This design comes from an exercise in tuning for small area, a short achievable clock period and few clock cycles per item on the open sky130 flow, not from production work.
No run shown here included a check of the RTL's function; only the layout flow was run.

==> flow/design.v, too long to show whole: its modules and the start of the top module <==
// module dotproduct: 1565 lines
module dotproduct (
    input  logic         clk_i,
    input  logic         rst_ni,
    input  logic         start_i,
    input  logic [7:0]   nnz_i,
    input  logic [31:0]  a0_i, a1_i, a2_i, a3_i, a4_i,
                         a5_i, a6_i, a7_i, a8_i, a9_i,
    input  logic [31:0]  b0_i, b1_i, b2_i, b3_i, b4_i,
                         b5_i, b6_i, b7_i, b8_i, b9_i,
    input  logic [31:0]  c_i,
    output logic [63:0]  result_o,
    output logic         busy_o,
    output logic         result_valid_o,
    output logic [31:0]  cycle_count_o
);
  // ...
==> flow/flow/run.sh <==
#!/bin/bash
set -o pipefail
export BUFFER_PORTS_ARGS="-buffer_cell sky130_fd_sc_hd__buf_1"
bash standard.sh SETUP_SLACK_MARGIN=9.25 finish > standard.log 2>&1
==> flow/standard.sh <==
#!/bin/bash
# synth_recipe.tcl (not shown) runs the flow's synth.tcl, then flattens the netlist and writes it again
# the make line also repeats each setting of config.mk as NAME=value (left out here)
make -C /OpenROAD-flow-scripts/flow DESIGN_CONFIG=/design/flow/config.mk WORK_HOME=/design/flow/orfs CLKGATE_MAP_FILE= SYNTH_SCRIPT=/design/flow/synth_recipe.tcl "${@:-finish}"
==> flow/config.mk <==
export PLATFORM = sky130hd
export DESIGN_NAME = dotproduct
export DESIGN_NICKNAME = dotproduct
export VERILOG_FILES = /design/flow/design.v
export SDC_FILE = /design/flow/constraint.sdc
export NUM_CORES = 4
export LEC_CHECK = 0
export ABC_AREA = 1
export CAP_MARGIN = 50
export CORE_MARGIN = 2
export CORE_UTILIZATION = 40
export CTS_BUF_LIST = sky130_fd_sc_hd__clkbuf_4 sky130_fd_sc_hd__clkbuf_8
export SLEW_MARGIN = 60
==> flow/constraint.sdc <==
create_clock -name core_clock -period 15.0 [get_ports {clk_i}]
set_input_delay 3.0000 -clock core_clock [delete_from_list [all_inputs] [get_ports {clk_i}]]
set_output_delay 3.0000 -clock core_clock [all_outputs]
set_load 0.01 [all_outputs]
==> results.yml, run 1 <==
outcome:
  outcome: "timing/DRC/antenna clean"
place:
  postPlaceCellArea_sq_um: 29970
  dp_slack_ns: 8.957
  dp_hpwl_um: 107600
sta:
  setup_tns_ns: 0
  hold_viol: 0
  finalMaxSlewViolations: 0
  setup_violations: 0
  max_freq_mhz: 169.8
setup_path:
  crit_fanout: 4
  worstPathBufferInverterCount: 2
  r2r_slack_ns: 9.38
  reg2reg_from: "bneg[6]$_DFF_P_"
routing:
  top_layer: "met5"
  wl_met2_um: 61040
  drt_iter0_drc: 3217
  wl_met3_um: 12620
  drc: 0
  viasPerCell: 5.515
yosys:
  avgSynthCellArea_sq_um: 7.078
  yosys_warnings: 1
  yosysSeqAreaShare_pct: 13.92
  synth_mux_area_share_pct: 0.1125
  netlist_instances: 3771
  synth-compound-area-share_pct: 16.31
  synth.distinct_cells: 57
  synth_top_family_by_area: "adder cells"
grt:
  use_met1_pct: 48.65
  grt_max_degree: 85
  grt_pass1_vias: 27699
layout:
  bufAreaShareNonClock_pct: 12.65
  fillers: 6890
  multi_input_area_share_pct: 64.35
  largest_reg_flops: 64
  fin_nets: 5476
  stdcell_area_sq_um: 32050
cts:
  post_cts_buffers: 24
  h-tree-depth: 4
  cts_buffer_depth: 2
worst_hold_path:
  worstHoldStart: "plast$_DFF_P_"
die:
  rows: 94
  die_w_um: 262.3
==> run 2, diff against run 1 <==
--- a/flow/design.v
+++ b/flow/design.v
@@ -1526,40 +1526,20 @@
     assign fs709 = acc[61] ^ ms521 ^ mc584;
     assign fc710 = (acc[61] & ms521) | (acc[61] & mc584) | (ms521 & mc584);
     assign fs711 = acc[62] ^ ms522 ^ mc585;
     assign fc712 = (acc[62] & ms522) | (acc[62] & mc585) | (ms522 & mc585);
     assign fs713 = acc[63] ^ ms523 ^ mc586;
     assign fc714 = (acc[63] & ms523) | (acc[63] & mc586) | (ms523 & mc586);
     assign fsum = {fs713, fs711, fs709, fs707, fs705, fs703, fs701, fs699, fs697, fs695, fs693, fs691, fs689, fs687, fs685, fs683, fs681, fs679, fs677, fs675, fs673, fs671, fs669, fs667, fs665, fs663, fs661, fs659, fs657, fs655, fs653, fs651, fs649, fs647, fs645, fs643, fs641, fs639, fs637, fs635, fs633, fs631, fs629, fs627, fs625, fs623, fs621, fs619, fs617, fs615, fs613, fs611, fs609, fs607, fs605, fs603, fs601, fs599, fs597, fs595, fs593, fs591, fs589, fs587};
     assign fcar = {fc712, fc710, fc708, fc706, fc704, fc702, fc700, fc698, fc696, fc694, fc692, fc690, fc688, fc686, fc684, fc682, fc680, fc678, fc676, fc674, fc672, fc670, fc668, fc666, fc664, fc662, fc660, fc658, fc656, fc654, fc652, fc650, fc648, fc646, fc644, fc642, fc640, fc638, fc636, fc634, fc632, fc630, fc628, fc626, fc624, fc622, fc620, fc618, fc616, fc614, fc612, fc610, fc608, fc606, fc604, fc602, fc600, fc598, fc596, fc594, fc592, fc590, fc588, mc524};
-    localparam int BW = 8;
-    localparam int NB = 64 / BW;
-    logic [NB-2:0] bc;
-    logic [63:0]   bcw;
-    logic [63:0]   acc_next;
-    logic [NB-2:0] bc_next;
-    always_comb begin
-        bcw = 64'd0;
-        for (int k = 1; k < NB; k++) bcw[k*BW] = bc[k-1];
-    end
-    assign {bc_next[0], acc_next[BW-1:0]} = {1'b0, fsum[BW-1:0]} + {1'b0, fcar[BW-1:0]};
-    for (genvar k = 1; k < NB; k++) begin : g_blk
-        wire [BW+1:0] t = {1'b0, fsum[k*BW +: BW], 1'b1} + {1'b0, fcar[k*BW +: BW], bc[k-1]};
-        assign acc_next[k*BW +: BW] = t[BW:1];
-        if (k < NB - 1) begin : g_co
-            assign bc_next[k] = t[BW+1];
-        end
-    end
+    wire [63:0] acc_next = fsum + fcar;
     always_ff @(posedge clk_i) begin
-        if (start_ok) begin
+        if (start_ok)
             acc <= {{32{c_i[31]}}, c_i};
-            bc  <= '0;
-        end else begin
+        else
             acc <= acc_next;
-            bc  <= bc_next;
-        end
     end
-    assign result_o       = acc + bcw;
+    assign result_o       = acc;
     assign busy_o         = fvalid;
     assign result_valid_o = valid_q;
     assign cycle_count_o  = {28'd0, cnt_q};
 endmodule
==> flow/flow/run.sh (replaced) <==
#!/bin/bash
set -o pipefail
export BUFFER_PORTS_ARGS="-buffer_cell sky130_fd_sc_hd__buf_1"
bash standard.sh SETUP_SLACK_MARGIN=8.5 finish > standard.log 2>&1
==> flow/config.mk (replaced) <==
export PLATFORM = sky130hd
export DESIGN_NAME = dotproduct
export DESIGN_NICKNAME = dotproduct
export VERILOG_FILES = /design/flow/design.v
export SDC_FILE = /design/flow/constraint.sdc
export NUM_CORES = 4
export LEC_CHECK = 0
export ABC_AREA = 1
export CAP_MARGIN = 20
export CORE_MARGIN = 2
export CORE_UTILIZATION = 65
export PLACE_DENSITY = 0.75
export SLEW_MARGIN = 20
==> run 2 against run 1 <==
The flow now stops in 3_2_place_iop. Synthesized cell count increased by 6.9%. Area after synthesis increased by 2.1%.
==> results.yml, run 2 <==
die:
  fp.dieH_um: 208.8
  die_w_um: 208.8
  initial_core_util_pct: 65.43
  rows: 75
yosys:
  yosys_warnings: 1
  synth-edff-count: 32
  synthMostInstantiatedCell: "nand2_1"
  synth-seq-cells: 158
  netlist_instances: 4033
  yosysSeqAreaShare_pct: 13.11
  avgSynthCellArea_sq_um: 6.760
  yosys-top-cells-count: "nand2_1 (1027), inv_1 (563), nor2_1 (271), xor2_1 (271), o22ai_1 (259)"
  async_flop_share_pct: 11.39
  yosys-top-cells-area: "fa_1 (18%), nand2_1 (14%), xor2_1 (8.7%), dfxtp_1 (7.9%), inv_1 (7.8%)"
  synth.distinct_cells: 52
  synth_top_area_cell: "fa_1"
  netlist.area_leader.share_pct: 17.77
  synth_area_sq_um: 27260
  yosys_most_used_dff: "dfxtp_1"
outcome:
  firstError: "[ERROR PPL-0024] Number of IO pins (781) exceeds maximum number of available positions (750). Increase the die perimeter from 835.18um to 1062.16um."
  stop_stage: "3_2_place_iop"
  outcome: "did not finish"
## run 2: cell types whose count changed after synthesis, moves of 33 or more
cell / previous run / this run
xor2_1: 316 / 271
a21oi_1: 59 / 123
nor2_1: 219 / 271
nand2_1: 964 / 1027
nand3_1: 144 / 183
inv_1: 500 / 563
o21ai_0: 140 / 173
## run 2: kinds of logic after synthesis
| logic type | Yosys count | share of synthesized area [%] |
|---|---|---|
| AND/OR/NAND/NOR | 1657 | 25.66 |
| buffers and inverters | 832 | 12.38 |
| AO/OA/AOI/OAI | 756 | 17.17 |
| adder cells (fa/ha/maj) | 348 | 22.64 |
| XOR/XNOR | 279 | 8.964 |
| flip-flops | 158 | 13.11 |
| multiplexers | 2 | 0.07344 |
| other | 1 | 0.01376 |
==> run 3, diff against run 2 <==
--- a/flow/config.mk
+++ b/flow/config.mk
@@ -9,5 +9,5 @@
 export CAP_MARGIN = 20
 export CORE_MARGIN = 2
-export CORE_UTILIZATION = 65
-export PLACE_DENSITY = 0.75
+export CORE_UTILIZATION = 40
+export PLACE_DENSITY = 0.8
 export SLEW_MARGIN = 20
==> run 3 against run 2 <==
Now clean on timing, DRC and antenna. Synthesized cell count did not move. Area after synthesis did not move.
==> results.yml, run 3 <==
layout:
  layout_common_cells: "nand2_1 (1026), buf_1 (752), inv_1 (526)"
  drive_gt1_share_pct: 6.954
  fin_nets: 5735
  postLayoutCoreUtil_pct: 47.87
  reg_top3: "acc x64, M x32, P x17"
  largest_reg_flops: 64
  final_common_cell: "nand2_1"
  finalNonFillerCells: 5593
  area_growth_pct: 18.15
  regMostFlops: "acc"
cts:
  holdBufCountCts: 0
  clk-insertion-delay-late_ns: 0.51
  clkTransAtPathRegs_ns: 0.07
  cts_buffer_depth: 2
  h-tree-depth: 4
  cts_made_buffers: 17
  root_buffer: "clkbuf_16"
  cts_sinks: 158
  cts_tree: "done"
die:
  rows: 95
  initial_core_util_pct: 40.52
  core_sq_um: 67280
  fp.dieH_um: 265.1
  ios: 781
  die_area_sq_um: 70260
  die_w_um: 265.1
yosys:
  yosys_warnings: 1
  avgSynthCellArea_sq_um: 6.760
  synth-seq-cells: 158
  synth.distinct_cells: 52
  netlist.area_leader.share_pct: 17.77
  synth_area_sq_um: 27260
  synth-edff-count: 32
  async_flop_share_pct: 11.39
  yosys_most_used_dff: "dfxtp_1"
  yosysSeqAreaShare_pct: 13.11
  netlist_instances: 4033
  yosys-top-cells-area: "fa_1 (18%), nand2_1 (14%), xor2_1 (8.7%), dfxtp_1 (7.9%), inv_1 (7.8%)"
  synth_top_area_cell: "fa_1"
  synthMostInstantiatedCell: "nand2_1"
  yosys-top-cells-count: "nand2_1 (1027), inv_1 (563), nor2_1 (271), xor2_1 (271), o22ai_1 (259)"
routing:
  drt_iter0_drc: 4677
  routed_wl_um: 144400
  drc: 0
  viasPerCell: 5.887
  antenna_left: 0
  post_drt_wl_per_cell_um: 25.81
  vias: 32927
  dr.pass1.iters: 7
sta:
  finalCritPeriodShare_pct: 42.59
  relSlewSlack_pct: 21.68
  finalMaxSlewViolations: 0
  hold_viol: 0
  setup_tns_ns: 0
  setup_violations: 0
  rsz0062_at_grt: "yes"
  hold_ws_ns: 0.4470
  max_freq_mhz: 156.5
  fin_skew_ns: 0.01961
  period_needed_ns: 6.389
  worst_pin_slew_ns: 1.168
grt:
  grt_util_all_layers_pct: 39.28
  grt_pass1_wl_um: 202100
  grt_overflow_total: 0
  grt_pass1_vias: 30324
  grt_max_degree: 77
  antenna_found_initial: 10
setup_path:
  crit_type: "reg2reg"
  end_kind: "register"
  start_kind: "register"
  arrival_ns: 6.72
  crit_fanout: 16
  critPathRequiredTime_ns: 15.33
place:
  dp_hpwl_um: 115800
  placed_cells_incl_taps: 5475
  gp_congestion: 1.085
  io_buffers: 752
outcome:
  outcome: "timing/DRC/antenna clean"
worst_hold_path:
  min_path_type: "reg2reg"
flow_run:
  maxCapViolations: 0
-- run 3: cell counts after synthesis --
Identical to the previous run, type by type.
-- run 3: through the flow --
step           area (sq um)  setup slack (ns)
4_1_cts               31250             8.502
3_5_place_dp          30430             8.176
2_1_floorplan         27360             9.347
3_3_place_gp          30430             8.187
5_1_grt               32200             8.355
6_report              32210             8.611
-- run 3: logic make-up after synthesis --
family / count (synthesis) / share of synthesized area (%)
and+or+nand+nor: 1657 / 25.66
DFF: 158 / 13.11
buffers and inverters: 832 / 12.38
adders and majority gates: 348 / 22.64
xor gates and xnor gates: 279 / 8.964
muxes: 2 / 0.07344
other: 1 / 0.01376
AOI/OAI and AO/OA: 756 / 17.17
-- run 3: final timing paths --
path,startpoint,to,slack [ns],cells after the start
worst max-delay path,M[29]$_DFFE_PN_,acc[50]$_DFF_P_,8.61,25
worst min-delay path,plast$_DFF_P_,flast$_DFF_P_,0.45,2
worst max register to register,M[29]$_DFFE_PN_,acc[50]$_DFF_P_,8.61,25
worst min register to register,plast$_DFF_P_,flast$_DFF_P_,0.45,2
max in group asynchronous,rst_ni,sel[0]$_DFFE_PN1P_,12.16,2
min in group asynchronous,rst_ni,valid_q$_DFFE_PN0P_,2.52,2
-- run 3: metal layers --
layer | part of all wire (%) | up-vias | track usage, %
met2 | 44 | 2595 | 60.50
met1 | 37 | 15385 | 50.60
met5 | 0.20 | - | 2.218
met4 | 6.3 | 18 | 19.32
met3 | 12 | 539 | 10.69
li1 | - | 14390 | -
-- run 3: cell type report --
type / instances / area, sq um
fill: 6862 / 35070
multi-input combinational: 3070 / 20490
timing repair buffer: 874 / 4056
sequential: 158 / 3593
inverter: 578 / 2305
tap: 873 / 1092
clock buffer: 20 / 489.2
clock inverter: 12 / 136.4
timing repair inverter: 5 / 35.03
antenna: 3 / 7.507
-- run 3: critical path: stages (launching register included) --
cell and delay (ns):
edfxtp_1 0.39, clkinvlp_4 0.34, o22ai_1 0.34, xor2_1 0.25, fa_1 0.50, fa_1 0.49, inv_1 0.05, fa_1 0.47
inv_1 0.04, fa_1 0.58, mux2i_1 0.13, fa_1 0.50, inv_1 0.05, ha_1 0.41, a21oi_1 0.27, o21ai_0 0.20
nand2_1 0.12, nand2_1 0.08, a21oi_2 0.27, nand3_2 0.19, nand2_1 0.11, inv_1 0.05, nor2_1 0.17, nand2_1 0.08
nand2_1 0.06, o21ai_0 0.07
-- run 3: timing repair --
action                                  CTS  global route
endpoints found under the setup margin   41            45
gates cloned                              4             1
resized for setup                        13            62
buffers inserted                         13            65

-- afterwards: timing with drivers on the ports --
Ports are ideal in the flow. The routed layouts listed here were re-timed in OpenROAD. Step 1 sets driving cells, clkbuf_16 on the clock port and buf_2 on the other inputs (assumed; they add their load-dependent delay and slew). Step 2, shift: input delay + t, output delay - t, t = (earliest + latest rising clock arrival at the registers) / 2. This alone moves slack from input paths to output paths. Three values: no drivers, after step 1, after step 2; two values: the first two.
run	shift t [ns]	setup slack, ns	worst setup path at the end	clock arrival spread, ns	worst slew at a driven data input, ns
run 1	0.642	9.110 / 9.040 / 9.286	input to register	0.024 / 0.024	0.32
run 3	0.546	8.611 / 8.611 / 8.611	register to register	0.019 / 0.020	0.18
After both steps every run listed still meets setup and hold.
